Source: an optimization exercise on an open RTL-to-GDS flow (aim: small area and few clock cycles). Production flows keep margins and buffers that such runs may drop. Function was not checked in any run shown here: the RTL went through the layout flow alone.

## flow/design.v (module list and top-level ports; edited modules follow where they fit)
// module axi4s_cordic: 842 lines
module axi4s_cordic #(
    parameter MODE = "ROT",       
    parameter integer DW = 12,
    parameter integer PAR = 1,
    parameter integer TDW = ((DW + 7) / 8) * 8
)(
    input  wire clk, resetn,
    input  wire signed [TDW*3*PAR - 1 : 0]  s_axis_tdata,
    input  wire                             s_axis_tlast,
    input  wire                             s_axis_tvalid,
    output wire                             s_axis_tready,
    output logic signed [TDW*3*PAR - 1 : 0] m_axis_tdata,
    output logic                            m_axis_tlast,
    output logic                            m_axis_tvalid,
    input  wire                             m_axis_tready
);
  // ...
==> flow/run.sh <==
#!/bin/bash
# synth_recipe.tcl (not shown) runs the flow's synth.tcl, then flattens the netlist and writes it again
# the make line also repeats each setting of config.mk as NAME=value (left out here)
make -C /OpenROAD-flow-scripts/flow DESIGN_CONFIG=/design/flow/config.mk WORK_HOME=/design/flow/orfs CLKGATE_MAP_FILE= SYNTH_SCRIPT=/design/flow/synth_recipe.tcl finish
==> flow/config.mk <==
export PLATFORM = sky130hd
export DESIGN_NAME = axi4s_cordic
export DESIGN_NICKNAME = axi4s_cordic
export VERILOG_FILES = /design/flow/design.v
export SDC_FILE = /design/flow/constraint.sdc
export NUM_CORES = 4
export LEC_CHECK = 0
export ABC_AREA = 1
export CAP_MARGIN = 20
export CORE_MARGIN = 2
export CORE_UTILIZATION = 40
export CTS_CLUSTER_DIAMETER = 80
export CTS_CLUSTER_SIZE = 40
export SLEW_MARGIN = 20
==> flow/constraint.sdc <==
create_clock -name core_clock -period 8.0 [get_ports {clk}]
set_input_delay 1.6000 -clock core_clock [delete_from_list [all_inputs] [get_ports {clk}]]
set_output_delay 1.6000 -clock core_clock [all_outputs]
set_load 0.01 [all_outputs]
==> metrics list, run 1 <==
- In this run the layout check failures are negative setup slack.
- Type of element capturing the critical path: output port
- Total inserted antenna cells: 0
* # nets final: 2608
- The H-tree was split into 4 levels.
- By area, the class that comes first in the final layout consists of multi-input gates.
- The critical path runs through a total of 49 cells.
* Vias per Instance: 4.55
- Highest metal layer with signal wires: met4
* Number of max-cap violations: 0
- In this run the worst setup path begins at dy_r4$_DFFE_PP_.
- Startpoint of the lowest-slack register-to-register path: d_r2$_DFFE_PP_
- Sequential cell count: between 150 and 200
- Worst min-delay path endpoint: l[3]$_DFFE_PP_
- The synthesized netlist devotes 3.46% of its cell area to compound gates.
- Routability congestion estimate: about 0.84
* Detailed Routing Iterations Pass 1: 7
- Measured in cells, the most critical reg-to-reg path has a length of 23.
* Biggest area consumer among synthesized cells: sky130_fd_sc_hd__edfxtp_1
* CTS Buf Count: 17
- Across all setup checks in the final design, the least slack found is -1.36 ns.
* Endpoint required time on the critical path: 6.40 ns
* Result of the run: failed layout checks
- Setup-violating endpoint count in the final report: 24
- The design received a total of between 600 and 700 well taps at floorplan.
- Area of the mapped netlist: approximately 0.019 mm^2
- Static timing analysis puts the maximum clock frequency at 0.107 GHz.
- Number of max-slew violations in the final report: 0
- Tightest slew margin relative to the limit: 46.9%
==> run 2: changes to the inputs <==
--- a/flow/design.v
+++ b/flow/design.v
@@ -62,27 +62,21 @@
         end
     endfunction
     function automatic [12:0] step3(input [12:0] a, input [12:0] b, input sub);
         logic [12:0] bs;
         logic c, k, sb;
         begin
             bs = b;
             c = sub;
-            for (int j = 0; j < 10; j++) begin
-                bs[j] = b[j + 3] ^ sub;
+            for (int j = 0; j < 13; j++) begin
+                bs[j] = ((j + 3 < 13) ? b[j + 3] : b[12]) ^ sub;
                 step3[j] = a[j] ^ bs[j] ^ c;
                 c = (a[j] & bs[j]) | (c & (a[j] ^ bs[j]));
             end
-            sb = b[12] ^ sub;
-            k = c ^ sb;
-            for (int j = 10; j < 13; j++) begin
-                step3[j] = a[j] ^ k;
-                k = k & (a[j] ^ sb);
-            end
         end
     endfunction
     function automatic [12:0] step4(input [12:0] a, input [12:0] b, input sub);
         logic [12:0] bs;
         logic c, k, sb;
         begin
             bs = b;
             c = sub;
@@ -100,27 +94,21 @@
         end
     endfunction
     function automatic [12:0] step5(input [12:0] a, input [12:0] b, input sub);
         logic [12:0] bs;
         logic c, k, sb;
         begin
             bs = b;
             c = sub;
-            for (int j = 0; j < 8; j++) begin
-                bs[j] = b[j + 5] ^ sub;
+            for (int j = 0; j < 13; j++) begin
+                bs[j] = ((j + 5 < 13) ? b[j + 5] : b[12]) ^ sub;
                 step5[j] = a[j] ^ bs[j] ^ c;
                 c = (a[j] & bs[j]) | (c & (a[j] ^ bs[j]));
             end
-            sb = b[12] ^ sub;
-            k = c ^ sb;
-            for (int j = 8; j < 13; j++) begin
-                step5[j] = a[j] ^ k;
-                k = k & (a[j] ^ sb);
-            end
         end
     endfunction
     function automatic [12:0] step6(input [12:0] a, input [12:0] b, input sub);
         logic [12:0] bs;
         logic c, k, sb;
         begin
             bs = b;
             c = sub;
@@ -227,264 +215,400 @@
             sb = b[12] ^ sub;
             k = c ^ sb;
             for (int j = 2; j < 13; j++) begin
                 step11[j] = a[j] ^ k;
                 k = k & (a[j] ^ sb);
             end
         end
     endfunction
-    logic [4:0] v;
-    logic [4:0] l;
-    wire en = ~v[4] | m_axis_tready;
+    logic [5:0] v;
+    logic [5:0] l;
+    wire en = ~v[5] | m_axis_tready;
     assign s_axis_tready = en;
-    assign m_axis_tvalid = v[4];
-    assign m_axis_tlast = l[4];
+    assign m_axis_tvalid = v[5];
+    assign m_axis_tlast = l[5];
     always_ff @(posedge clk) begin
         if (!resetn) v <= '0;
-        else if (en) v <= {v[3:0], s_axis_tvalid};
+        else if (en) v <= {v[4:0], s_axis_tvalid};
     end
     always_ff @(posedge clk) begin
-        if (en) l <= {l[3:0], s_axis_tlast};
+        if (en) l <= {l[4:0], s_axis_tlast};
     end
     wire [11:0] x_in = s_axis_tdata[15:4];
     wire [11:0] y_in = s_axis_tdata[31:20];
     wire q_in = s_axis_tdata[47] ^ s_axis_tdata[46];   
     wire signed [12:0] x_q = q_in ? -{x_in[11], x_in} : {x_in[11], x_in};
     wire signed [12:0] y_q = q_in ? -{y_in[11], y_in} : {y_in[11], y_in};
     wire signed [11:0] ang_s0 = {s_axis_tdata[46:36], 1'b0};
-    wire d0_c1 = (ang_s0 > 14'sd0);
+    wire [12:0] gt2;
+    assign gt2[0] = 1'b0;
+    assign gt2[1] = ang_s0[0] | gt2[0];
+    assign gt2[2] = ang_s0[1] | gt2[1];
+    assign gt2[3] = ang_s0[2] | gt2[2];
+    assign gt2[4] = ang_s0[3] | gt2[3];
+    assign gt2[5] = ang_s0[4] | gt2[4];
+    assign gt2[6] = ang_s0[5] | gt2[5];
+    assign gt2[7] = ang_s0[6] | gt2[6];
+    assign gt2[8] = ang_s0[7] | gt2[7];
+    assign gt2[9] = ang_s0[8] | gt2[8];
+    assign gt2[10] = ang_s0[9] | gt2[9];
+    assign gt2[11] = ang_s0[10] | gt2[10];
+    assign gt2[12] = ~ang_s0[11] & gt2[11];
+    wire d0_c1 = gt2[12];
     wire signed [12:0] x_1 = step0(x_q, y_q, d0_c1);
     wire signed [12:0] y_1 = step0(y_q, x_q, ~d0_c1);
-    wire [11:0] kk2 = (d0_c1 ? 12'd3072 : 12'd1024);
-    wire [11:0] as3;
-    wire [12:0] ac4;
-    assign ac4[0] = 1'b0;
-    assign as3[0] = ang_s0[0] ^ kk2[0] ^ ac4[0];
-    assign ac4[1] = (ang_s0[0] & kk2[0]) | (ac4[0] & (ang_s0[0] ^ kk2[0]));
-    assign as3[1] = ang_s0[1] ^ kk2[1] ^ ac4[1];
-    assign ac4[2] = (ang_s0[1] & kk2[1]) | (ac4[1] & (ang_s0[1] ^ kk2[1]));
-    assign as3[2] = ang_s0[2] ^ kk2[2] ^ ac4[2];
-    assign ac4[3] = (ang_s0[2] & kk2[2]) | (ac4[2] & (ang_s0[2] ^ kk2[2]));
-    assign as3[3] = ang_s0[3] ^ kk2[3] ^ ac4[3];
-    assign ac4[4] = (ang_s0[3] & kk2[3]) | (ac4[3] & (ang_s0[3] ^ kk2[3]));
-    assign as3[4] = ang_s0[4] ^ kk2[4] ^ ac4[4];
-    assign ac4[5] = (ang_s0[4] & kk2[4]) | (ac4[4] & (ang_s0[4] ^ kk2[4]));
-    assign as3[5] = ang_s0[5] ^ kk2[5] ^ ac4[5];
-    assign ac4[6] = (ang_s0[5] & kk2[5]) | (ac4[5] & (ang_s0[5] ^ kk2[5]));
-    assign as3[6] = ang_s0[6] ^ kk2[6] ^ ac4[6];
-    assign ac4[7] = (ang_s0[6] & kk2[6]) | (ac4[6] & (ang_s0[6] ^ kk2[6]));
-    assign as3[7] = ang_s0[7] ^ kk2[7] ^ ac4[7];
-    assign ac4[8] = (ang_s0[7] & kk2[7]) | (ac4[7] & (ang_s0[7] ^ kk2[7]));
-    assign as3[8] = ang_s0[8] ^ kk2[8] ^ ac4[8];
-    assign ac4[9] = (ang_s0[8] & kk2[8]) | (ac4[8] & (ang_s0[8] ^ kk2[8]));
-    assign as3[9] = ang_s0[9] ^ kk2[9] ^ ac4[9];
-    assign ac4[10] = (ang_s0[9] & kk2[9]) | (ac4[9] & (ang_s0[9] ^ kk2[9]));
-    assign as3[10] = ang_s0[10] ^ kk2[10] ^ ac4[10];
-    assign ac4[11] = (ang_s0[10] & kk2[10]) | (ac4[10] & (ang_s0[10] ^ kk2[10]));
-    assign as3[11] = ang_s0[11] ^ kk2[11] ^ ac4[11];
-    assign ac4[12] = (ang_s0[11] & kk2[11]) | (ac4[11] & (ang_s0[11] ^ kk2[11]));
-    wire signed [11:0] ang5 = as3[11:0];
-    wire dn6 = ang5 > 0;
+    wire [11:0] kk3 = (d0_c1 ? 12'd3072 : 12'd1024);
+    wire [11:0] as4;
+    wire [12:0] ac5;
+    assign ac5[0] = 1'b0;
+    assign as4[0] = ang_s0[0] ^ kk3[0] ^ ac5[0];
+    assign ac5[1] = (ang_s0[0] & kk3[0]) | (ac5[0] & (ang_s0[0] ^ kk3[0]));
+    assign as4[1] = ang_s0[1] ^ kk3[1] ^ ac5[1];
+    assign ac5[2] = (ang_s0[1] & kk3[1]) | (ac5[1] & (ang_s0[1] ^ kk3[1]));
+    assign as4[2] = ang_s0[2] ^ kk3[2] ^ ac5[2];
+    assign ac5[3] = (ang_s0[2] & kk3[2]) | (ac5[2] & (ang_s0[2] ^ kk3[2]));
+    assign as4[3] = ang_s0[3] ^ kk3[3] ^ ac5[3];
+    assign ac5[4] = (ang_s0[3] & kk3[3]) | (ac5[3] & (ang_s0[3] ^ kk3[3]));
+    assign as4[4] = ang_s0[4] ^ kk3[4] ^ ac5[4];
+    assign ac5[5] = (ang_s0[4] & kk3[4]) | (ac5[4] & (ang_s0[4] ^ kk3[4]));
+    assign as4[5] = ang_s0[5] ^ kk3[5] ^ ac5[5];
+    assign ac5[6] = (ang_s0[5] & kk3[5]) | (ac5[5] & (ang_s0[5] ^ kk3[5]));
+    assign as4[6] = ang_s0[6] ^ kk3[6] ^ ac5[6];
+    assign ac5[7] = (ang_s0[6] & kk3[6]) | (ac5[6] & (ang_s0[6] ^ kk3[6]));
+    assign as4[7] = ang_s0[7] ^ kk3[7] ^ ac5[7];
+    assign ac5[8] = (ang_s0[7] & kk3[7]) | (ac5[7] & (ang_s0[7] ^ kk3[7]));
+    assign as4[8] = ang_s0[8] ^ kk3[8] ^ ac5[8];
+    assign ac5[9] = (ang_s0[8] & kk3[8]) | (ac5[8] & (ang_s0[8] ^ kk3[8]));
+    assign as4[9] = ang_s0[9] ^ kk3[9] ^ ac5[9];
+    assign ac5[10] = (ang_s0[9] & kk3[9]) | (ac5[9] & (ang_s0[9] ^ kk3[9]));
+    assign as4[10] = ang_s0[10] ^ kk3[10] ^ ac5[10];
+    assign ac5[11] = (ang_s0[10] & kk3[10]) | (ac5[10] & (ang_s0[10] ^ kk3[10]));
+    assign as4[11] = ang_s0[11] ^ kk3[11] ^ ac5[11];
+    assign ac5[12] = (ang_s0[11] & kk3[11]) | (ac5[11] & (ang_s0[11] ^ kk3[11]));
+    wire signed [11:0] ang6 = as4[11:0];
+    wire dn7 = ~ang6[11] & (|ang6[10:0]);
     logic signed [12:0] x_r0;
     logic signed [12:0] y_r0;
     logic signed [11:0] ang_r0;
     logic signed [0:0] d_r0;
-    logic signed [0:0] dy_r0;
     always_ff @(posedge clk) begin
         if (en) begin
             x_r0 <= x_1;
             y_r0 <= y_1;
-            ang_r0 <= ang5;
-            d_r0 <= dn6;
-            dy_r0 <= ~dn6;
+            ang_r0 <= ang6;
+            d_r0 <= dn7;
         end
     end
     wire signed [12:0] x_2 = step1(x_r0, y_r0, d_r0);
-    wire signed [12:0] y_2 = step1(y_r0, x_r0, dy_r0);
-    wire d2_c7 = (d_r0 ? (ang_r0 > 14'sd605) : (ang_r0 > -14'sd605));
-    wire signed [12:0] x_3 = step2(x_2, y_2, d2_c7);
-    wire signed [12:0] y_3 = step2(y_2, x_2, ~d2_c7);
-    wire [11:0] kk8 = (d_r0 ? (d2_c7 ? 12'd3172 : 12'd3810) : (d2_c7 ? 12'd286 : 12'd924));
-    wire [11:0] as9;
-    wire [12:0] ac10;
-    assign ac10[0] = 1'b0;
-    assign as9[0] = ang_r0[0] ^ kk8[0] ^ ac10[0];
-    assign ac10[1] = (ang_r0[0] & kk8[0]) | (ac10[0] & (ang_r0[0] ^ kk8[0]));
-    assign as9[1] = ang_r0[1] ^ kk8[1] ^ ac10[1];
-    assign ac10[2] = (ang_r0[1] & kk8[1]) | (ac10[1] & (ang_r0[1] ^ kk8[1]));
-    assign as9[2] = ang_r0[2] ^ kk8[2] ^ ac10[2];
-    assign ac10[3] = (ang_r0[2] & kk8[2]) | (ac10[2] & (ang_r0[2] ^ kk8[2]));
-    assign as9[3] = ang_r0[3] ^ kk8[3] ^ ac10[3];
-    assign ac10[4] = (ang_r0[3] & kk8[3]) | (ac10[3] & (ang_r0[3] ^ kk8[3]));
-    assign as9[4] = ang_r0[4] ^ kk8[4] ^ ac10[4];
-    assign ac10[5] = (ang_r0[4] & kk8[4]) | (ac10[4] & (ang_r0[4] ^ kk8[4]));
-    assign as9[5] = ang_r0[5] ^ kk8[5] ^ ac10[5];
-    assign ac10[6] = (ang_r0[5] & kk8[5]) | (ac10[5] & (ang_r0[5] ^ kk8[5]));
-    assign as9[6] = ang_r0[6] ^ kk8[6] ^ ac10[6];
-    assign ac10[7] = (ang_r0[6] & kk8[6]) | (ac10[6] & (ang_r0[6] ^ kk8[6]));
-    assign as9[7] = ang_r0[7] ^ kk8[7] ^ ac10[7];
-    assign ac10[8] = (ang_r0[7] & kk8[7]) | (ac10[7] & (ang_r0[7] ^ kk8[7]));
-    assign as9[8] = ang_r0[8] ^ kk8[8] ^ ac10[8];
-    assign ac10[9] = (ang_r0[8] & kk8[8]) | (ac10[8] & (ang_r0[8] ^ kk8[8]));
-    assign as9[9] = ang_r0[9] ^ kk8[9] ^ ac10[9];
-    assign ac10[10] = (ang_r0[9] & kk8[9]) | (ac10[9] & (ang_r0[9] ^ kk8[9]));
-    assign as9[10] = ang_r0[10] ^ kk8[10] ^ ac10[10];
-    assign ac10[11] = (ang_r0[10] & kk8[10]) | (ac10[10] & (ang_r0[10] ^ kk8[10]));
-    assign as9[11] = ang_r0[11] ^ kk8[11] ^ ac10[11];
-    assign ac10[12] = (ang_r0[11] & kk8[11]) | (ac10[11] & (ang_r0[11] ^ kk8[11]));
-    wire signed [9:0] ang11 = as9[9:0];
-    wire dn12 = ang11 > 0;
+    wire signed [12:0] y_2 = step1(y_r0, x_r0, ~d_r0);
+    wire [12:0] gt9;
+    assign gt9[0] = 1'b0;
+    assign gt9[1] = ang_r0[0] & gt9[0];
+    assign gt9[2] = ang_r0[1] | gt9[1];
+    assign gt9[3] = ang_r0[2] & gt9[2];
+    assign gt9[4] = ang_r0[3] & gt9[3];
+    assign gt9[5] = ang_r0[4] & gt9[4];
+    assign gt9[6] = ang_r0[5] | gt9[5];
+    assign gt9[7] = ang_r0[6] & gt9[6];
+    assign gt9[8] = ang_r0[7] | gt9[7];
+    assign gt9[9] = ang_r0[8] | gt9[8];
+    assign gt9[10] = ang_r0[9] & gt9[9];
+    assign gt9[11] = ang_r0[10] | gt9[10];
+    assign gt9[12] = ~ang_r0[11] & gt9[11];
+    wire [12:0] gt10;
+    assign gt10[0] = 1'b0;
+    assign gt10[1] = ang_r0[0] & gt10[0];
+    assign gt10[2] = ang_r0[1] & gt10[1];
+    assign gt10[3] = ang_r0[2] | gt10[2];
+    assign gt10[4] = ang_r0[3] | gt10[3];
+    assign gt10[5] = ang_r0[4] | gt10[4];
+    assign gt10[6] = ang_r0[5] & gt10[5];
+    assign gt10[7] = ang_r0[6] | gt10[6];
+    assign gt10[8] = ang_r0[7] & gt10[7];
+    assign gt10[9] = ang_r0[8] & gt10[8];
+    assign gt10[10] = ang_r0[9] | gt10[9];
+    assign gt10[11] = ang_r0[10] & gt10[10];
+    assign gt10[12] = ~ang_r0[11] | gt10[11];
+    wire d2_c8 = (d_r0 ? gt9[12] : gt10[12]);
+    wire signed [12:0] x_3 = step2(x_2, y_2, d2_c8);
+    wire signed [12:0] y_3 = step2(y_2, x_2, ~d2_c8);
+    wire [11:0] kk11 = (d_r0 ? (d2_c8 ? 12'd3172 : 12'd3810) : (d2_c8 ? 12'd286 : 12'd924));
+    wire [11:0] as12;
+    wire [12:0] ac13;
+    assign ac13[0] = 1'b0;
+    assign as12[0] = ang_r0[0] ^ kk11[0] ^ ac13[0];
+    assign ac13[1] = (ang_r0[0] & kk11[0]) | (ac13[0] & (ang_r0[0] ^ kk11[0]));
+    assign as12[1] = ang_r0[1] ^ kk11[1] ^ ac13[1];
+    assign ac13[2] = (ang_r0[1] & kk11[1]) | (ac13[1] & (ang_r0[1] ^ kk11[1]));
+    assign as12[2] = ang_r0[2] ^ kk11[2] ^ ac13[2];
+    assign ac13[3] = (ang_r0[2] & kk11[2]) | (ac13[2] & (ang_r0[2] ^ kk11[2]));
+    assign as12[3] = ang_r0[3] ^ kk11[3] ^ ac13[3];
+    assign ac13[4] = (ang_r0[3] & kk11[3]) | (ac13[3] & (ang_r0[3] ^ kk11[3]));
+    assign as12[4] = ang_r0[4] ^ kk11[4] ^ ac13[4];
+    assign ac13[5] = (ang_r0[4] & kk11[4]) | (ac13[4] & (ang_r0[4] ^ kk11[4]));
+    assign as12[5] = ang_r0[5] ^ kk11[5] ^ ac13[5];
+    assign ac13[6] = (ang_r0[5] & kk11[5]) | (ac13[5] & (ang_r0[5] ^ kk11[5]));
+    assign as12[6] = ang_r0[6] ^ kk11[6] ^ ac13[6];
+    assign ac13[7] = (ang_r0[6] & kk11[6]) | (ac13[6] & (ang_r0[6] ^ kk11[6]));
+    assign as12[7] = ang_r0[7] ^ kk11[7] ^ ac13[7];
+    assign ac13[8] = (ang_r0[7] & kk11[7]) | (ac13[7] & (ang_r0[7] ^ kk11[7]));
+    assign as12[8] = ang_r0[8] ^ kk11[8] ^ ac13[8];
+    assign ac13[9] = (ang_r0[8] & kk11[8]) | (ac13[8] & (ang_r0[8] ^ kk11[8]));
+    assign as12[9] = ang_r0[9] ^ kk11[9] ^ ac13[9];
+    assign ac13[10] = (ang_r0[9] & kk11[9]) | (ac13[9] & (ang_r0[9] ^ kk11[9]));
+    assign as12[10] = ang_r0[10] ^ kk11[10] ^ ac13[10];
+    assign ac13[11] = (ang_r0[10] & kk11[10]) | (ac13[10] & (ang_r0[10] ^ kk11[10]));
+    assign as12[11] = ang_r0[11] ^ kk11[11] ^ ac13[11];
+    assign ac13[12] = (ang_r0[11] & kk11[11]) | (ac13[11] & (ang_r0[11] ^ kk11[11]));
+    wire signed [9:0] ang14 = as12[9:0];
+    wire dn15 = ~ang14[9] & (|ang14[8:0]);
     logic signed [12:0] x_r1;
     logic signed [12:0] y_r1;
     logic signed [9:0] ang_r1;
     logic signed [0:0] d_r1;
-    logic signed [0:0] dy_r1;
     always_ff @(posedge clk) begin
         if (en) begin
             x_r1 <= x_3;
             y_r1 <= y_3;
-            ang_r1 <= ang11;
-            d_r1 <= dn12;
-            dy_r1 <= ~dn12;
+            ang_r1 <= ang14;
+            d_r1 <= dn15;
         end
     end
     wire signed [12:0] x_4 = step3(x_r1, y_r1, d_r1);
-    wire signed [12:0] y_4 = step3(y_r1, x_r1, dy_r1);
-    wire d4_c13 = (d_r1 ? (ang_r1 > 14'sd162) : (ang_r1 > -14'sd162));
-    wire signed [12:0] x_5 = step4(x_4, y_4, d4_c13);
-    wire signed [12:0] y_5 = step4(y_4, x_4, ~d4_c13);
-    wire [9:0] kk14 = (d_r1 ? (d4_c13 ? 10'd781 : 10'd943) : (d4_c13 ? 10'd81 : 10'd243));
-    wire [9:0] as15;
-    wire [10:0] ac16;
-    assign ac16[0] = 1'b0;
-    assign as15[0] = ang_r1[0] ^ kk14[0] ^ ac16[0];
-    assign ac16[1] = (ang_r1[0] & kk14[0]) | (ac16[0] & (ang_r1[0] ^ kk14[0]));
-    assign as15[1] = ang_r1[1] ^ kk14[1] ^ ac16[1];
-    assign ac16[2] = (ang_r1[1] & kk14[1]) | (ac16[1] & (ang_r1[1] ^ kk14[1]));
-    assign as15[2] = ang_r1[2] ^ kk14[2] ^ ac16[2];
-    assign ac16[3] = (ang_r1[2] & kk14[2]) | (ac16[2] & (ang_r1[2] ^ kk14[2]));
-    assign as15[3] = ang_r1[3] ^ kk14[3] ^ ac16[3];
-    assign ac16[4] = (ang_r1[3] & kk14[3]) | (ac16[3] & (ang_r1[3] ^ kk14[3]));
-    assign as15[4] = ang_r1[4] ^ kk14[4] ^ ac16[4];
-    assign ac16[5] = (ang_r1[4] & kk14[4]) | (ac16[4] & (ang_r1[4] ^ kk14[4]));
-    assign as15[5] = ang_r1[5] ^ kk14[5] ^ ac16[5];
-    assign ac16[6] = (ang_r1[5] & kk14[5]) | (ac16[5] & (ang_r1[5] ^ kk14[5]));
-    assign as15[6] = ang_r1[6] ^ kk14[6] ^ ac16[6];
-    assign ac16[7] = (ang_r1[6] & kk14[6]) | (ac16[6] & (ang_r1[6] ^ kk14[6]));
-    assign as15[7] = ang_r1[7] ^ kk14[7] ^ ac16[7];
-    assign ac16[8] = (ang_r1[7] & kk14[7]) | (ac16[7] & (ang_r1[7] ^ kk14[7]));
-    assign as15[8] = ang_r1[8] ^ kk14[8] ^ ac16[8];
-    assign ac16[9] = (ang_r1[8] & kk14[8]) | (ac16[8] & (ang_r1[8] ^ kk14[8]));
-    assign as15[9] = ang_r1[9] ^ kk14[9] ^ ac16[9];
-    assign ac16[10] = (ang_r1[9] & kk14[9]) | (ac16[9] & (ang_r1[9] ^ kk14[9]));
-    wire signed [7:0] ang17 = as15[7:0];
-    wire dn18 = ang17 > 0;
+    wire signed [12:0] y_4 = step3(y_r1, x_r1, ~d_r1);
+    wire [10:0] gt17;
+    assign gt17[0] = 1'b0;
+    assign gt17[1] = ang_r1[0] | gt17[0];
+    assign gt17[2] = ang_r1[1] & gt17[1];
+    assign gt17[3] = ang_r1[2] | gt17[2];
+    assign gt17[4] = ang_r1[3] | gt17[3];
+    assign gt17[5] = ang_r1[4] | gt17[4];
+    assign gt17[6] = ang_r1[5] & gt17[5];
+    assign gt17[7] = ang_r1[6] | gt17[6];
+    assign gt17[8] = ang_r1[7] & gt17[7];
+    assign gt17[9] = ang_r1[8] | gt17[8];
+    assign gt17[10] = ~ang_r1[9] & gt17[9];
+    wire [10:0] gt18;
+    assign gt18[0] = 1'b0;
+    assign gt18[1] = ang_r1[0] | gt18[0];
+    assign gt18[2] = ang_r1[1] & gt18[1];
+    assign gt18[3] = ang_r1[2] & gt18[2];
+    assign gt18[4] = ang_r1[3] & gt18[3];
+    assign gt18[5] = ang_r1[4] & gt18[4];
+    assign gt18[6] = ang_r1[5] | gt18[5];
+    assign gt18[7] = ang_r1[6] & gt18[6];
+    assign gt18[8] = ang_r1[7] | gt18[7];
+    assign gt18[9] = ang_r1[8] & gt18[8];
+    assign gt18[10] = ~ang_r1[9] | gt18[9];
+    wire d4_c16 = (d_r1 ? gt17[10] : gt18[10]);
+    wire signed [12:0] x_5 = step4(x_4, y_4, d4_c16);
+    wire signed [12:0] y_5 = step4(y_4, x_4, ~d4_c16);
+    wire [9:0] kk19 = (d_r1 ? (d4_c16 ? 10'd781 : 10'd943) : (d4_c16 ? 10'd81 : 10'd243));
+    wire [9:0] as20;
+    wire [10:0] ac21;
+    assign ac21[0] = 1'b0;
+    assign as20[0] = ang_r1[0] ^ kk19[0] ^ ac21[0];
+    assign ac21[1] = (ang_r1[0] & kk19[0]) | (ac21[0] & (ang_r1[0] ^ kk19[0]));
+    assign as20[1] = ang_r1[1] ^ kk19[1] ^ ac21[1];
+    assign ac21[2] = (ang_r1[1] & kk19[1]) | (ac21[1] & (ang_r1[1] ^ kk19[1]));
+    assign as20[2] = ang_r1[2] ^ kk19[2] ^ ac21[2];
+    assign ac21[3] = (ang_r1[2] & kk19[2]) | (ac21[2] & (ang_r1[2] ^ kk19[2]));
+    assign as20[3] = ang_r1[3] ^ kk19[3] ^ ac21[3];
+    assign ac21[4] = (ang_r1[3] & kk19[3]) | (ac21[3] & (ang_r1[3] ^ kk19[3]));
+    assign as20[4] = ang_r1[4] ^ kk19[4] ^ ac21[4];
+    assign ac21[5] = (ang_r1[4] & kk19[4]) | (ac21[4] & (ang_r1[4] ^ kk19[4]));
+    assign as20[5] = ang_r1[5] ^ kk19[5] ^ ac21[5];
+    assign ac21[6] = (ang_r1[5] & kk19[5]) | (ac21[5] & (ang_r1[5] ^ kk19[5]));
+    assign as20[6] = ang_r1[6] ^ kk19[6] ^ ac21[6];
+    assign ac21[7] = (ang_r1[6] & kk19[6]) | (ac21[6] & (ang_r1[6] ^ kk19[6]));
+    assign as20[7] = ang_r1[7] ^ kk19[7] ^ ac21[7];
+    assign ac21[8] = (ang_r1[7] & kk19[7]) | (ac21[7] & (ang_r1[7] ^ kk19[7]));
+    assign as20[8] = ang_r1[8] ^ kk19[8] ^ ac21[8];
+    assign ac21[9] = (ang_r1[8] & kk19[8]) | (ac21[8] & (ang_r1[8] ^ kk19[8]));
+    assign as20[9] = ang_r1[9] ^ kk19[9] ^ ac21[9];
+    assign ac21[10] = (ang_r1[9] & kk19[9]) | (ac21[9] & (ang_r1[9] ^ kk19[9]));
+    wire signed [7:0] ang22 = as20[7:0];
+    wire dn23 = ~ang22[7] & (|ang22[6:0]);
     logic signed [12:0] x_r2;
     logic signed [12:0] y_r2;
     logic signed [7:0] ang_r2;
     logic signed [0:0] d_r2;
-    logic signed [0:0] dy_r2;
     always_ff @(posedge clk) begin
         if (en) begin
             x_r2 <= x_5;
             y_r2 <= y_5;
-            ang_r2 <= ang17;
-            d_r2 <= dn18;
-            dy_r2 <= ~dn18;
+            ang_r2 <= ang22;
+            d_r2 <= dn23;
         end
     end
     wire signed [12:0] x_6 = step5(x_r2, y_r2, d_r2);
-    wire signed [12:0] y_6 = step5(y_r2, x_r2, dy_r2);
-    wire d6_c19 = (d_r2 ? (ang_r2 > 14'sd41) : (ang_r2 > -14'sd41));
-    wire signed [12:0] x_7 = step6(x_6, y_6, d6_c19);
-    wire signed [12:0] y_7 = step6(y_6, x_6, ~d6_c19);
-    wire [7:0] kk20 = (d_r2 ? (d6_c19 ? 8'd195 : 8'd235) : (d6_c19 ? 8'd21 : 8'd61));
-    wire [7:0] as21;
-    wire [8:0] ac22;
-    assign ac22[0] = 1'b0;
-    assign as21[0] = ang_r2[0] ^ kk20[0] ^ ac22[0];
-    assign ac22[1] = (ang_r2[0] & kk20[0]) | (ac22[0] & (ang_r2[0] ^ kk20[0]));
-    assign as21[1] = ang_r2[1] ^ kk20[1] ^ ac22[1];
-    assign ac22[2] = (ang_r2[1] & kk20[1]) | (ac22[1] & (ang_r2[1] ^ kk20[1]));
-    assign as21[2] = ang_r2[2] ^ kk20[2] ^ ac22[2];
-    assign ac22[3] = (ang_r2[2] & kk20[2]) | (ac22[2] & (ang_r2[2] ^ kk20[2]));
-    assign as21[3] = ang_r2[3] ^ kk20[3] ^ ac22[3];
-    assign ac22[4] = (ang_r2[3] & kk20[3]) | (ac22[3] & (ang_r2[3] ^ kk20[3]));
-    assign as21[4] = ang_r2[4] ^ kk20[4] ^ ac22[4];
-    assign ac22[5] = (ang_r2[4] & kk20[4]) | (ac22[4] & (ang_r2[4] ^ kk20[4]));
-    assign as21[5] = ang_r2[5] ^ kk20[5] ^ ac22[5];
-    assign ac22[6] = (ang_r2[5] & kk20[5]) | (ac22[5] & (ang_r2[5] ^ kk20[5]));
-    assign as21[6] = ang_r2[6] ^ kk20[6] ^ ac22[6];
-    assign ac22[7] = (ang_r2[6] & kk20[6]) | (ac22[6] & (ang_r2[6] ^ kk20[6]));
-    assign as21[7] = ang_r2[7] ^ kk20[7] ^ ac22[7];
-    assign ac22[8] = (ang_r2[7] & kk20[7]) | (ac22[7] & (ang_r2[7] ^ kk20[7]));
-    wire signed [5:0] ang23 = as21[5:0];
-    wire dn24 = ang23 > 0;
+    wire signed [12:0] y_6 = step5(y_r2, x_r2, ~d_r2);
+    wire [8:0] gt25;
+    assign gt25[0] = 1'b0;
+    assign gt25[1] = ang_r2[0] & gt25[0];
+    assign gt25[2] = ang_r2[1] | gt25[1];
+    assign gt25[3] = ang_r2[2] | gt25[2];
+    assign gt25[4] = ang_r2[3] & gt25[3];
+    assign gt25[5] = ang_r2[4] | gt25[4];
+    assign gt25[6] = ang_r2[5] & gt25[5];
+    assign gt25[7] = ang_r2[6] | gt25[6];
+    assign gt25[8] = ~ang_r2[7] & gt25[7];
+    wire [8:0] gt26;
+    assign gt26[0] = 1'b0;
+    assign gt26[1] = ang_r2[0] & gt26[0];
+    assign gt26[2] = ang_r2[1] & gt26[1];
+    assign gt26[3] = ang_r2[2] & gt26[2];
+    assign gt26[4] = ang_r2[3] | gt26[3];
+    assign gt26[5] = ang_r2[4] & gt26[4];
+    assign gt26[6] = ang_r2[5] | gt26[5];
+    assign gt26[7] = ang_r2[6] & gt26[6];
+    assign gt26[8] = ~ang_r2[7] | gt26[7];
+    wire d6_c24 = (d_r2 ? gt25[8] : gt26[8]);
+    wire signed [12:0] x_7 = step6(x_6, y_6, d6_c24);
+    wire signed [12:0] y_7 = step6(y_6, x_6, ~d6_c24);
+    wire [7:0] kk27 = (d_r2 ? (d6_c24 ? 8'd195 : 8'd235) : (d6_c24 ? 8'd21 : 8'd61));
+    wire [7:0] as28;
+    wire [8:0] ac29;
+    assign ac29[0] = 1'b0;
+    assign as28[0] = ang_r2[0] ^ kk27[0] ^ ac29[0];
+    assign ac29[1] = (ang_r2[0] & kk27[0]) | (ac29[0] & (ang_r2[0] ^ kk27[0]));
+    assign as28[1] = ang_r2[1] ^ kk27[1] ^ ac29[1];
+    assign ac29[2] = (ang_r2[1] & kk27[1]) | (ac29[1] & (ang_r2[1] ^ kk27[1]));
+    assign as28[2] = ang_r2[2] ^ kk27[2] ^ ac29[2];
+    assign ac29[3] = (ang_r2[2] & kk27[2]) | (ac29[2] & (ang_r2[2] ^ kk27[2]));
+    assign as28[3] = ang_r2[3] ^ kk27[3] ^ ac29[3];
+    assign ac29[4] = (ang_r2[3] & kk27[3]) | (ac29[3] & (ang_r2[3] ^ kk27[3]));
+    assign as28[4] = ang_r2[4] ^ kk27[4] ^ ac29[4];
+    assign ac29[5] = (ang_r2[4] & kk27[4]) | (ac29[4] & (ang_r2[4] ^ kk27[4]));
+    assign as28[5] = ang_r2[5] ^ kk27[5] ^ ac29[5];
+    assign ac29[6] = (ang_r2[5] & kk27[5]) | (ac29[5] & (ang_r2[5] ^ kk27[5]));
+    assign as28[6] = ang_r2[6] ^ kk27[6] ^ ac29[6];
+    assign ac29[7] = (ang_r2[6] & kk27[6]) | (ac29[6] & (ang_r2[6] ^ kk27[6]));
+    assign as28[7] = ang_r2[7] ^ kk27[7] ^ ac29[7];
+    assign ac29[8] = (ang_r2[7] & kk27[7]) | (ac29[7] & (ang_r2[7] ^ kk27[7]));
+    wire signed [5:0] ang30 = as28[5:0];
+    wire dn31 = ~ang30[5] & (|ang30[4:0]);
     logic signed [12:0] x_r3;
     logic signed [12:0] y_r3;
     logic signed [5:0] ang_r3;
     logic signed [0:0] d_r3;
-    logic signed [0:0] dy_r3;
     always_ff @(posedge clk) begin
         if (en) begin
             x_r3 <= x_7;
             y_r3 <= y_7;
-            ang_r3 <= ang23;
-            d_r3 <= dn24;
-            dy_r3 <= ~dn24;
+            ang_r3 <= ang30;
+            d_r3 <= dn31;
         end
     end
     wire signed [12:0] x_8 = step7(x_r3, y_r3, d_r3);
-    wire signed [12:0] y_8 = step7(y_r3, x_r3, dy_r3);
-    wire d8_c25 = (d_r3 ? (ang_r3 > 14'sd10) : (ang_r3 > -14'sd10));
-    wire signed [12:0] x_9 = step8(x_8, y_8, d8_c25);
-    wire signed [12:0] y_9 = step8(y_8, x_8, ~d8_c25);
-    wire d9_c26 = (d_r3 ? (d8_c25 ? (ang_r3 > 14'sd15) : (ang_r3 > 14'sd5)) : (d8_c25 ? (ang_r3 > -14'sd5) : (ang_r3 > -14'sd15)));
-    wire signed [12:0] x_10 = step9(x_9, y_9, d9_c26);
-    wire signed [12:0] y_10 = step9(y_9, x_9, ~d9_c26);
-    wire [5:0] kk27 = (d_r3 ? (d8_c25 ? (d9_c26 ? 6'd46 : 6'd52) : (d9_c26 ? 6'd56 : 6'd62)) : (d8_c25 ? (d9_c26 ? 6'd2 : 6'd8) : (d9_c26 ? 6'd12 : 6'd18)));
-    wire [5:0] as28;
-    wire [6:0] ac29;
-    assign ac29[0] = 1'b0;
-    assign as28[0] = ang_r3[0] ^ kk27[0] ^ ac29[0];
-    assign ac29[1] = (ang_r3[0] & kk27[0]) | (ac29[0] & (ang_r3[0] ^ kk27[0]));
-    assign as28[1] = ang_r3[1] ^ kk27[1] ^ ac29[1];
-    assign ac29[2] = (ang_r3[1] & kk27[1]) | (ac29[1] & (ang_r3[1] ^ kk27[1]));
-    assign as28[2] = ang_r3[2] ^ kk27[2] ^ ac29[2];
-    assign ac29[3] = (ang_r3[2] & kk27[2]) | (ac29[2] & (ang_r3[2] ^ kk27[2]));
-    assign as28[3] = ang_r3[3] ^ kk27[3] ^ ac29[3];
-    assign ac29[4] = (ang_r3[3] & kk27[3]) | (ac29[3] & (ang_r3[3] ^ kk27[3]));
-    assign as28[4] = ang_r3[4] ^ kk27[4] ^ ac29[4];
-    assign ac29[5] = (ang_r3[4] & kk27[4]) | (ac29[4] & (ang_r3[4] ^ kk27[4]));
-    assign as28[5] = ang_r3[5] ^ kk27[5] ^ ac29[5];
-    assign ac29[6] = (ang_r3[5] & kk27[5]) | (ac29[5] & (ang_r3[5] ^ kk27[5]));
-    wire signed [2:0] ang30 = as28[2:0];
-    wire dn31 = ang30 > 0;
+    wire signed [12:0] y_8 = step7(y_r3, x_r3, ~d_r3);
+    wire [6:0] gt33;
+    assign gt33[0] = 1'b0;
+    assign gt33[1] = ang_r3[0] | gt33[0];
+    assign gt33[2] = ang_r3[1] & gt33[1];
+    assign gt33[3] = ang_r3[2] | gt33[2];
+    assign gt33[4] = ang_r3[3] & gt33[3];
+    assign gt33[5] = ang_r3[4] | gt33[4];
+    assign gt33[6] = ~ang_r3[5] & gt33[5];
+    wire [6:0] gt34;
+    assign gt34[0] = 1'b0;
+    assign gt34[1] = ang_r3[0] | gt34[0];
+    assign gt34[2] = ang_r3[1] & gt34[1];
+    assign gt34[3] = ang_r3[2] & gt34[2];
+    assign gt34[4] = ang_r3[3] | gt34[3];
+    assign gt34[5] = ang_r3[4] & gt34[4];
+    assign gt34[6] = ~ang_r3[5] | gt34[5];
+    wire d8_c32 = (d_r3 ? gt33[6] : gt34[6]);
+    wire signed [12:0] x_9 = step8(x_8, y_8, d8_c32);
+    wire signed [12:0] y_9 = step8(y_8, x_8, ~d8_c32);
+    wire [5:0] kk35 = (d_r3 ? (d8_c32 ? 6'd49 : 6'd59) : (d8_c32 ? 6'd5 : 6'd15));
+    wire [5:0] as36;
+    wire [6:0] ac37;
+    assign ac37[0] = 1'b0;
+    assign as36[0] = ang_r3[0] ^ kk35[0] ^ ac37[0];
+    assign ac37[1] = (ang_r3[0] & kk35[0]) | (ac37[0] & (ang_r3[0] ^ kk35[0]));
+    assign as36[1] = ang_r3[1] ^ kk35[1] ^ ac37[1];
+    assign ac37[2] = (ang_r3[1] & kk35[1]) | (ac37[1] & (ang_r3[1] ^ kk35[1]));
+    assign as36[2] = ang_r3[2] ^ kk35[2] ^ ac37[2];
+    assign ac37[3] = (ang_r3[2] & kk35[2]) | (ac37[2] & (ang_r3[2] ^ kk35[2]));
+    assign as36[3] = ang_r3[3] ^ kk35[3] ^ ac37[3];
+    assign ac37[4] = (ang_r3[3] & kk35[3]) | (ac37[3] & (ang_r3[3] ^ kk35[3]));
+    assign as36[4] = ang_r3[4] ^ kk35[4] ^ ac37[4];
+    assign ac37[5] = (ang_r3[4] & kk35[4]) | (ac37[4] & (ang_r3[4] ^ kk35[4]));
+    assign as36[5] = ang_r3[5] ^ kk35[5] ^ ac37[5];
+    assign ac37[6] = (ang_r3[5] & kk35[5]) | (ac37[5] & (ang_r3[5] ^ kk35[5]));
+    wire signed [3:0] ang38 = as36[3:0];
+    wire dn39 = ~ang38[3] & (|ang38[2:0]);
     logic signed [12:0] x_r4;
     logic signed [12:0] y_r4;
-    logic signed [2:0] ang_r4;
+    logic signed [3:0] ang_r4;
     logic signed [0:0] d_r4;
-    logic signed [0:0] dy_r4;
     always_ff @(posedge clk) begin
         if (en) begin
-            x_r4 <= x_10;
-            y_r4 <= y_10;
-            ang_r4 <= ang30;
-            d_r4 <= dn31;
-            dy_r4 <= ~dn31;
+            x_r4 <= x_9;
+            y_r4 <= y_9;
+            ang_r4 <= ang38;
+            d_r4 <= dn39;
+        end
+    end
+    wire signed [12:0] x_10 = step9(x_r4, y_r4, d_r4);
+    wire signed [12:0] y_10 = step9(y_r4, x_r4, ~d_r4);
+    wire [4:0] gt41;
+    assign gt41[0] = 1'b0;
+    assign gt41[1] = ang_r4[0] & gt41[0];
+    assign gt41[2] = ang_r4[1] & gt41[1];
+    assign gt41[3] = ang_r4[2] | gt41[2];
+    assign gt41[4] = ~ang_r4[3] & gt41[3];
+    wire [4:0] gt42;
+    assign gt42[0] = 1'b0;
+    assign gt42[1] = ang_r4[0] & gt42[0];
+    assign gt42[2] = ang_r4[1] | gt42[1];
+    assign gt42[3] = ang_r4[2] & gt42[2];
+    assign gt42[4] = ~ang_r4[3] | gt42[3];
+    wire d10_c40 = (d_r4 ? gt41[4] : gt42[4]);
+    wire signed [12:0] x_11 = step10(x_10, y_10, d10_c40);
+    wire signed [12:0] y_11 = step10(y_10, x_10, ~d10_c40);
+    wire [4:0] gt44;
+    assign gt44[0] = 1'b0;
+    assign gt44[1] = ang_r4[0] | gt44[0];
+    assign gt44[2] = ang_r4[1] | gt44[1];
+    assign gt44[3] = ang_r4[2] & gt44[2];
+    assign gt44[4] = ~ang_r4[3] & gt44[3];
+    wire [4:0] gt45;
+    assign gt45[0] = 1'b0;
+    assign gt45[1] = ang_r4[0] | gt45[0];
+    assign gt45[2] = ang_r4[1] & gt45[1];
+    assign gt45[3] = ang_r4[2] | gt45[2];
+    assign gt45[4] = ~ang_r4[3] & gt45[3];
+    wire [4:0] gt46;
+    assign gt46[0] = 1'b0;
+    assign gt46[1] = ang_r4[0] | gt46[0];
+    assign gt46[2] = ang_r4[1] & gt46[1];
+    assign gt46[3] = ang_r4[2] & gt46[2];
+    assign gt46[4] = ~ang_r4[3] | gt46[3];
+    wire [4:0] gt47;
+    assign gt47[0] = 1'b0;
+    assign gt47[1] = ang_r4[0] | gt47[0];
+    assign gt47[2] = ang_r4[1] | gt47[1];
+    assign gt47[3] = ang_r4[2] & gt47[2];
+    assign gt47[4] = ~ang_r4[3] | gt47[3];
+    wire d11_c43 = (d_r4 ? (d10_c40 ? gt44[4] : gt45[4]) : (d10_c40 ? gt46[4] : gt47[4]));
+    wire signed [12:0] x_12 = step11(x_11, y_11, d11_c43);
+    wire signed [12:0] y_12 = step11(y_11, x_11, ~d11_c43);
+    logic signed [12:0] x_r5;
+    logic signed [12:0] y_r5;
+    always_ff @(posedge clk) begin
+        if (en) begin
+            x_r5 <= x_12;
+            y_r5 <= y_12;
         end
     end
-    wire signed [12:0] x_11 = step10(x_r4, y_r4, d_r4);
-    wire signed [12:0] y_11 = step10(y_r4, x_r4, dy_r4);
-    wire d11_c32 = (d_r4 ? (ang_r4 > 14'sd1) : (ang_r4 > -14'sd1));
-    wire signed [12:0] x_12 = step11(x_11, y_11, d11_c32);
-    wire signed [12:0] y_12 = step11(y_11, x_11, ~d11_c32);
     wire [11:0] x_g;
-    wire [12:0] x_v = x_12;
+    wire [12:0] x_v = x_r5;
     wire x_g_t1 = ~x_v[0] ^ ~x_v[3] ^ 1'b1;
     wire x_g_t2 = (~x_v[0] & ~x_v[3]) | (1'b1 & (~x_v[0] ^ ~x_v[3]));
     wire x_g_t3 = ~x_v[0] ^ ~x_v[3] ^ ~x_v[6];
     wire x_g_t4 = (~x_v[0] & ~x_v[3]) | (~x_v[6] & (~x_v[0] ^ ~x_v[3]));
     wire x_g_t5 = ~x_v[1] ^ ~x_v[4] ^ ~x_v[7];
     wire x_g_t6 = (~x_v[1] & ~x_v[4]) | (~x_v[7] & (~x_v[1] ^ ~x_v[4]));
     wire x_g_t7 = ~x_v[2] ^ ~x_v[5] ^ ~x_v[8];
     wire x_g_t8 = (~x_v[2] & ~x_v[5]) | (~x_v[8] & (~x_v[2] ^ ~x_v[5]));
@@ -655,17 +779,17 @@
     wire x_g_t169 = x_g_g[20] | (x_g_q[20] & x_g_t139);
     wire x_g_t170 = x_g_q[20] & x_g_t140;
     wire x_g_t171 = x_g_g[22] | (x_g_q[22] & x_g_t149);
     wire x_g_t172 = x_g_q[22] & x_g_t150;
     wire [23:0] x_g_cc = {x_g_t171, x_g_t149, x_g_t169, x_g_t139, x_g_t167, x_g_t147, x_g_t165, x_g_t133, x_g_t163, x_g_t145, x_g_t161, x_g_t137, x_g_t159, x_g_t143, x_g_t157, x_g_t127, x_g_t155, x_g_t141, x_g_t153, x_g_t115, x_g_t151, x_g_t91, x_g_g[0], 1'b0};
     wire [23:0] x_g_s = x_g_q ^ x_g_cc;
     assign x_g = x_g_s[23:12];
     wire [11:0] y_g;
-    wire [12:0] y_v = y_12;
+    wire [12:0] y_v = y_r5;
     wire y_g_t1 = ~y_v[0] ^ ~y_v[3] ^ 1'b1;
     wire y_g_t2 = (~y_v[0] & ~y_v[3]) | (1'b1 & (~y_v[0] ^ ~y_v[3]));
     wire y_g_t3 = ~y_v[0] ^ ~y_v[3] ^ ~y_v[6];
     wire y_g_t4 = (~y_v[0] & ~y_v[3]) | (~y_v[6] & (~y_v[0] ^ ~y_v[3]));
     wire y_g_t5 = ~y_v[1] ^ ~y_v[4] ^ ~y_v[7];
     wire y_g_t6 = (~y_v[1] & ~y_v[4]) | (~y_v[7] & (~y_v[1] ^ ~y_v[4]));
     wire y_g_t7 = ~y_v[2] ^ ~y_v[5] ^ ~y_v[8];
     wire y_g_t8 = (~y_v[2] & ~y_v[5]) | (~y_v[8] & (~y_v[2] ^ ~y_v[5]));
==> run 2 against run 1 <==
Against the previous run: now clean on timing, DRC and antenna; die area increased by 0.77%; routed wire length decreased by 15%; critical path type is now reg -> reg; flip-flop and latch count increased by 25; register-to-register slack improved by 0.07 ns; clock skew increased by 0.013 ns; global-route usage decreased by 2.6 points; synthesized cell count decreased by 4.3%; setup slack improved by 1.7 ns; first-iteration DRC count decreased by 21%; area after synthesis increased by 0.78%.
==> metrics list, run 2 <==
- Result of the run: timing/DRC/antenna clean (was failed layout checks)
- The signal on the critical path passes through inv_1 > a21oi_1 > fa_1 > fa_1 > fa_1 > fa_1 > fa_1 > fa_1 > fa_1 > fa_1 > xor2_1 > fa_1 > fa_1 > fa_1 > fa_1 > fa_1 > inv_1 > nor2_1 > a211oi_2 > nand2_1 > nor2_1 > nand2_1 > nor2_1 > xor2_1.
- Maximum root-to-sink buffer count: 3 (was 2)
- Overall fraction of global-route tracks in use: 13.4% (was 16.0%)
- Overall die area: 0.0506 mm^2 (was 0.0503 mm^2)
* First DRT Iteration DRCs: 303 (was 383)
* Endpoint required time on the critical path: 8.27 ns (was 6.40 ns)
- The number of antenna diodes was 0 (unchanged).
- Total negative slack for setup checks: 0 ns (was -23.24 ns)
- Routed WL: 32200 um (was 38100 um)
* Worst Reg2Reg Path Length in Cells: 24 (was 23)
- The number of max-cap violations was 0 (unchanged).
- Kind of launch point of the worst setup path: flop (unchanged)
- The most common cell in the netlist is sky130_fd_sc_hd__inv_1 (unchanged).
- The effective utilization at floorplan was 40.3% (was 40.5%).
- Max Clk Rate: 0.131 GHz (was 0.107 GHz)
* Vias: 11600 (was 13200)
* Count of flip-flops with a built-in enable after synthesis: 201 (was 177)
- Tightest slew margin relative to the limit: 31.9% (was 46.9%)
- The portion of the clock cycle consumed by the worst path in the final layout came to 95.2% (was 117%).
- Most used flip-flop cell after synthesis: sky130_fd_sc_hd__edfxtp_1 (unchanged)
- The end point of the worst hold path is l[5]$_DFFE_PP_ (was l[3]$_DFFE_PP_).
- Most used cells in the layout excluding fill and tap cells: 337 x sky130_fd_sc_hd__inv_1, 256 x sky130_fd_sc_hd__fa_1, 249 x sky130_fd_sc_hd__xor2_1, 201 x sky130_fd_sc_hd__edfxtp_1, 189 x sky130_fd_sc_hd__nand2_1 (was 296 x sky130_fd_sc_hd__inv_1, 277 x sky130_fd_sc_hd__buf_4, 241 x sky130_fd_sc_hd__xor2_1, 232 x sky130_fd_sc_hd__nand2_1, 193 x sky130_fd_sc_hd__fa_1)
- Detailed Routing Iterations Pass 1: 4 (was 7)
- The worst slack at placement came to 0.101 ns (was -1.42 ns).
* Flops & latches, synth: 207 (was 182)
- Final period demand of the worst path: 7.62 ns (was 9.36 ns)
* Number of antenna-violating nets in the routed design: 0 (unchanged)
* DR WL/cell: 12.7 um (was 13.2 um)
- The number of warnings reported in the yosys synthesis log is 1 (unchanged).
- Y dimension of the die: 225 um (was 224 um)
- Final clock skew: 0.0227 ns (was 0.0101 ns)
* Sink Count: 207 (was 182)
* Share of final-layout standard cells stronger than drive strength 1: 7.64% (was 29.5%)
- Worst-Skew Late Latency: 0.52 ns (was 0.45 ns)
- Fillers: 4467 (was 4260)
- The slew at the pin closest to its max-slew limit was 1.02 ns (was 0.796 ns).
* Sequential fraction of the synthesis area: 31.5% (was 27.9%)
- CTS Buf Count: 19 (was 17)
- Wire length of the first global-routing pass: 55900 um (was 64400 um)
- Final Hold Viols: 0 (unchanged)
* CTS clk-pin slew, worst paths: 0.08 ns (was 0.07 ns)
- Maximum number of pins on one net before global-route repair: 126 (was 70)
- The most prevalent standard cell on the critical path is sky130_fd_sc_hd__fa_1 (was sky130_fd_sc_hd__nand2_2).
- Top-area cell type share of the netlist area: 30.9% (was 27.4%)
- The count of input and output buffers came to 67 (unchanged).
* Startpoint of the lowest-slack register-to-register path: d_r2$_DFFE_PP_ (unchanged)
- Biggest area consumer among synthesized cells: sky130_fd_sc_hd__edfxtp_1 (unchanged)
- The worst hold path depth came to 0 (unchanged).
- The kind of critical path is reg -> reg (was reg -> out).
- Vias per Instance: 4.55 (about the same)
- The count of mapped cells out of synthesis came to 1828 (was 1910).
* Routability congestion estimate: 0.854 (was 0.842)
- Setup-violating endpoint count in the final report: 0 (was 24)
- Commonest non-fill, non-tap cell in the layout: sky130_fd_sc_hd__inv_1 (unchanged)
* DP HPWL: 27500 um (was 32400 um)
- Root buffer cell: sky130_fd_sc_hd__clkbuf_16 (unchanged)
- Path type of the worst min-delay path: reg -> reg (unchanged)
- Initial antenna violation count: 0 (unchanged)
- The clock tree from TritonCTS is built (unchanged).
* Worst hold path startpoint: l[4]$_DFFE_PP_ (was l[2]$_DFFE_PP_)
* Area of the mapped netlist: 0.0195 mm^2 (was 0.0194 mm^2)
- Total core area: 0.0485 mm^2 (was 0.0478 mm^2)
- The peak per-stage delay on the critical path came to 0.52 ns (was 0.51 ns).
- CP Data Arrival Time: 7.89 ns (was 7.76 ns)
- Asr flop ratio synth: 0% (unchanged)
* Total placed instance area: 0.0209 mm^2 (was 0.0228 mm^2)
- The number of pins with negative max-slew slack in the final report was 0 (unchanged).
- Number of unique standard cell types used by synthesis: 52 (was 65)
- The net total in the final layout is 2270 (was 2608).
* Gr ovfl total: 0 (unchanged)
- Setup repair after global routing missed its margin: no (was yes).
* Cell type of the slowest stage on the worst timing path: sky130_fd_sc_hd__fa_1 (unchanged)
- The chip width came to 225 um (was 224 um).
- The number of levels the H-tree was split into is 1 (was 4).
* Most frequent cells after synthesis: 338 x sky130_fd_sc_hd__inv_1, 256 x sky130_fd_sc_hd__fa_1, 249 x sky130_fd_sc_hd__xor2_1, 201 x sky130_fd_sc_hd__edfxtp_1, 189 x sky130_fd_sc_hd__nand2_1 (was 330 x sky130_fd_sc_hd__inv_1, 264 x sky130_fd_sc_hd__xor2_1, 253 x sky130_fd_sc_hd__nand2_1, 239 x sky130_fd_sc_hd__fa_1, 177 x sky130_fd_sc_hd__edfxtp_1)
* Type of element capturing the critical path: flop (was output port)
* Biggest area contributors in the synthesized netlist: sky130_fd_sc_hd__edfxtp_1 31%, sky130_fd_sc_hd__fa_1 26%, sky130_fd_sc_hd__xor2_1 11% (was sky130_fd_sc_hd__edfxtp_1 27%, sky130_fd_sc_hd__fa_1 25%, sky130_fd_sc_hd__xor2_1 12%)
* Final Cell Area: 0.0216 mm^2 (was 0.0244 mm^2)
- The hold-fix buffer count after cts was 0 (unchanged).
- Synthesized area divided by synthesized cell count: 10.7 um^2 (was 10.2 um^2)
- The critical-path maximum fanout was 4 (unchanged).
- The endpoint of the lowest-slack register-to-register path is y_r3[12]$_DFFE_PP_ (unchanged).
* Area growth syn-to-layout: 10.5% (was 25.7%)
- Num rows: 81 (was 80)
* Vias in the first global route: 12400 (was 14400)
* DRC errors left: 0 (unchanged)
* Least setup slack across all paths after layout: 0.383 ns (was -1.36 ns)
- The setup slack of the worst register-to-register path came to 0.38 ns (was 0.31 ns).
* Number of primary I/O pins: 104 (unchanged)
==> run 2: layout make-up <==
| class | count | area (um^2) | area share (%) |
|---|---|---|---|
| Clock inverter | 12 | 165 | 0.764 |
| Sequential cell | 207 | 6160 | 28.5 |
| Inverter | 346 | 1310 | 6.05 |
| Clock buffer | 20 | 479 | 2.22 |
| Tap cell | 622 | 778 | 3.60 |
| Multi-Input combinational cell | 1253 | 11900 | 55.1 |
| Timing Repair Buffer | 86 | 813 | 3.76 |
==> run 2: cells by family after synthesis <==
group | share of synthesized area [%]
flip-flops | 31.5
XOR/XNOR | 16.5
multiplexers | 0.109
adder cells (fa/ha/maj) | 29.3
AND/OR/NAND/NOR | 11.6
buffers and inverters | 8.15
AO/OA/AOI/OAI | 2.84
other | 0.0192
==> run 2: how the worst max path moves through the flow <==
| stage | from | end | slack (ns) | cells after the start |
|---|---|---|---|---|
| 6_report | d_r2$_DFFE_PP_ | y_r3[12]$_DFFE_PP_ | 0.38 | 24 |
| 2_1_floorplan | d_r2$_DFFE_PP_ | y_r3[12]$_DFFE_PP_ | 0.19 | 25 |
| 3_5_place_dp | s_axis_tdata[37] | y_r0[12]$_DFFE_PP_ | 0.10 | 19 |
| 5_1_grt | d_r2$_DFFE_PP_ | y_r3[12]$_DFFE_PP_ | 0.02 | 24 |
| 3_3_place_gp | s_axis_tdata[37] | y_r0[12]$_DFFE_PP_ | 0.08 | 19 |
| 4_1_cts | d_r2$_DFFE_PP_ | y_r3[12]$_DFFE_PP_ | 0.18 | 24 |
==> run 2: routing by layer <==
| layer | share of wire [%] | GRT usage, % |
|---|---|---|
| met3 | 2.1 | 1.71 |
| met4 | 2.6 | 3.85 |
| met1 | 36 | 13.3 |
| met5 | 0 | 0 |
| met2 | 60 | 28.2 |
==> run 2: timing repair <==
action                                  4_1_cts  5_1_grt
resized for setup                             0        1
buffers inserted                              0        3
endpoints found under the setup margin        0        5
==> run 2: worst max-delay path, delay by kind of cell, from the launching register on <==
family          cells  cell delay, ns
compound gates      2            0.36
flops               1            0.45
xor+xnor            2            0.28
simple gates        5            0.57
buf+inv             2            0.24
fa+ha+maj          13            5.48
==> run 2: per-stage QoR <==
stage | hold slack (ns) | util, % | std cells
2_1_floorplan | 0.400 | - | 1851
3_3_place_gp | 0.401 | 43.1 | 2511
3_5_place_dp | 0.405 | 43.1 | 2511
4_1_cts | 0.423 | 44.4 | 2543
5_1_grt | 0.426 | 44.5 | 2546
6_report | 0.420 | 44.5 | 2546

-- re-timing with driven ports --
In the flow no input, the clock included, has a driving cell. The finished layouts below were timed again as built, in two steps. Step 1 assumes that a clkbuf_16 drives the clock port and a buf_2 every other input. Step 2 moves the port delays by t, midway between the first and last clock arrival at a register: inputs arrive t later, outputs are due t later. That takes back most of the time a late clock gives input paths. a / b / c = ideal ports / drivers / drivers and shift; a / b = the first two.
run	t (ns)	setup slack, ns	worst setup path after step 2	cell pins on the clock port's net
run 1	0.493	-1.364 / -1.414 / -0.921	register to output	1
run 2	0.567	0.383 / 0.367 / 0.164	input to register	1
For run 2, which loses most, drivers alone change the setup slack by -0.016 ns; drivers and shift together by -0.219 ns.
